What follows belongs to an exercise in optimizing a design on an open flow for small area; a production flow would make more cautious choices.
Only simulation tests tie the RTL to the original design; equivalence was not proved.
The flow treats the clock pin as an ideal source, which a real chip does not have.

red:
Design sqrt, start of the top module:
module sqrt(input RESET, PREVIOUS, NEXT,CLK, input [31:0] N , input [31:0] DELTA , output [63:0] m);
    reg        done;
    reg [31:0] s;
    reg [31:0] A;
    reg [31:0] B;
    reg        o;
    reg [31:0] nq;       
    reg        pcn;
    reg        p2n;
    reg        nz;       
    reg [30:0] dh;       
    reg [4:0]  it;
    reg [31:0] mr;
    assign m = {32'd0, mr};
    wire load   = PREVIOUS & NEXT;
    wire nxt    = NEXT & ~PREVIOUS;
    wire prv    = PREVIOUS & ~NEXT;
    wire active = load | ~done;
    wire [32:0] sum;
    wire [32:1] sk_c;
    genvar g;
    generate
        sqrt_ha u_ha0 (.a(A[0]), .b(B[0]), .s(sum[0]), .co(sk_c[1]));
        for (g = 1; g < 32; g = g + 1) begin : add_hl
            sqrt_fa u_fa (.a(A[g]), .b(B[g]), .c(sk_c[g]), .s(sum[g]), .co(sk_c[g+1]));
        end
    endgenerate
    assign sum[32] = sk_c[32];
    wire cy17 = sk_c[17];
    wire [31:0] c   = sum[32:1];
    wire [15:0] x   = c[15:0];
    wire [15:0] xn  = ~x;
    wire pp1;
    wire pp2;
    wire pp3;
    wire pp4;
    wire pp5;
    wire pp6;
    wire pp7;
    wire pp8;
    wire pp9;
    wire pp10;
    wire pp11;
    wire pp12;
    wire pp13;
    wire pp14;
    wire pp15;
    wire pp16;
  ...
clock: 15.0 ns
lec_check: 0
cap_margin: 20
core_margin: 2
core_utilization: 50
cts_buf_list: sky130_fd_sc_hd__clkbuf_8
cts_cluster_diameter: 60
cts_cluster_size: 16
setup_slack_margin: 0.1
slew_margin: 20
synth_hierarchical: 1
synth_minimum_keep_size: 0
standard.sh (not shown) runs the stock make flow with config.mk's settings and CLKGATE_MAP_FILE= SYNTH_SCRIPT=/design/flow/synth_recipe.tcl, a recipe that flattens the netlist after the stock synthesis.
==> flow/flow/run.sh <==
#!/bin/bash
# Standard ORFS layout with four changes: ports are buffered with the smallest
# buffer, clock tree synthesis inserts no dummy loads, and after clock tree
# synthesis the clock buffers whose flip-flop clock pins see a slow slew are
# upsized (flow/post_cts.tcl); the output ports tied low share one tie cell
# (flow/post_floorplan.tcl).
set -euo pipefail
here=$(pwd)
bash standard.sh \
  BUFFER_PORTS_ARGS="-buffer_cell sky130_fd_sc_hd__buf_1" \
  CTS_ARGS="-sink_clustering_enable -repair_clock_nets -sink_clustering_size 16 -sink_clustering_max_diameter 60 -buf_list {sky130_fd_sc_hd__clkbuf_8} -dont_use_dummy_load" \
  POST_CTS_TCL="$here/flow/post_cts.tcl" \
  POST_FLOORPLAN_TCL="$here/flow/post_floorplan.tcl" \
  finish > flow_make.log 2>&1
Other scripts of this flow, unchanged in this note and not shown: flow/flow/post_cts.tcl, flow/flow/post_floorplan.tcl
--- input diff red..blue ---
diff --git a/flow/design.v b/flow/design.v
--- a/flow/design.v
+++ b/flow/design.v
@@ -4,28 +4,29 @@
     reg [31:0] A;
     reg [31:0] B;
     reg        o;
     reg [31:0] nq;       
     reg        pcn;
     reg        p2n;
     reg        nz;       
     reg [30:0] dh;       
-    reg [4:0]  it;
+    reg [4:0]  it;       
     reg [31:0] mr;
     assign m = {32'd0, mr};
     wire load   = PREVIOUS & NEXT;
     wire nxt    = NEXT & ~PREVIOUS;
     wire prv    = PREVIOUS & ~NEXT;
     wire active = load | ~done;
     wire [32:0] sum;
     wire [32:1] sk_c;
     genvar g;
     generate
-        sqrt_ha u_ha0 (.a(A[0]), .b(B[0]), .s(sum[0]), .co(sk_c[1]));
+        assign sum[0]  = 1'b0;    
+        assign sk_c[1] = A[0] & B[0];
         for (g = 1; g < 32; g = g + 1) begin : add_hl
             sqrt_fa u_fa (.a(A[g]), .b(B[g]), .c(sk_c[g]), .s(sum[g]), .co(sk_c[g+1]));
         end
     endgenerate
     assign sum[32] = sk_c[32];
     wire cy17 = sk_c[17];
     wire [31:0] c   = sum[32:1];
     wire [15:0] x   = c[15:0];
@@ -715,17 +716,17 @@
     assign cc393 = (fc358 & fs359) | (fc358 & cc392) | (fs359 & cc392);
     assign cc394 = (fc360 & fs361) | (fc360 & cc393) | (fs361 & cc393);
     assign cc395 = (fc362 & fs363) | (fc362 & cc394) | (fs363 & cc394);
     assign cc396 = (nq[31] & fc364) | (nq[31] & cc395) | (fc364 & cc395);
     wire big = (|A[31:17]) | (|B[31:17]) | cy17;
     wire gt  = big | ((~(cc396)) & ~nz);
     wire [31:0] dpre  = load ? DELTA : {1'b0, dh};
     wire [31:0] duse  = RESET ? 32'd1 : {1'b0, dpre[31:1]};
-    wire [4:0] itpre = load ? 5'd0 : it;
+    wire [4:0] itpre = load ? 5'd1 : it;
     reg  [31:0] sw;
     reg         p1, z1;
     integer i;
     always @* begin
         sw[0] = N[0] ^ load;
         p1 = 1'b1;
         z1 = 1'b1;
         for (i = 1; i < 32; i = i + 1) begin
@@ -769,22 +770,22 @@
         end
     end
     always @(posedge CLK) begin
         nq <= u;
         pcn <= ~prv;
         p2n <= ~load;
         nz <= (prv & ~|N) | (load & q0);
         dh <= dpre[31:1];
-        it <= itpre + 5'd1;
+        it <= {itpre[3:0], itpre[4] ^ itpre[2]};
         if (NEXT | PREVIOUS) begin
             s  <= sw;
         end
         if (active) begin
-            done <= RESET | (itpre == 5'd17);
+            done <= RESET | (itpre == 5'b10001);    
             mr   <= RESET ? 32'd1 : c;
             if (NEXT | PREVIOUS) begin
                 A <= a;
                 B <= b;
                 o <= nxt;
             end else if (gt == o) begin
                 A <= c;
             end else begin
[summary]
- As far as fraction of standard cell area in multi-input logic is concerned, blue and red perform about the same.
- Re relative max-transition margin: blue is 0.53 points up on red.
- blue vs red: routed wire length down
- red → blue: synthesized cell count went down by 12; layout-stage area growth over the synthesis result shows no meaningful change.
- Area of the mapped netlist: blue vs red down about 0.4%
- Inverter count went down by a few percent going from red to blue.

[re-timing with driven ports]
Ports are ideal in the flow. The routed layouts listed here were re-timed in OpenROAD. Step 1: set_driving_cell puts a clkbuf_16 on CLK and a buf_2 on each other input, an assumption about the parent block. Step 2 also shifts input and output timing later by t, the mid clock arrival at the registers, as if the neighbouring blocks saw the same clock. a / b / c = no drivers / after step 1 / after step 2; a / b = the first two.
run	t, ns	setup slack, ns	worst setup path after step 2
red	0.514	0.776 / 0.793 / 0.279	input to register
blue	0.524	0.999 / 1.023 / 0.499	input to register
After both steps setup and hold are still met in every run listed. For blue, which loses most, drivers alone change the setup slack by +0.024 ns; drivers and shift together by -0.500 ns.
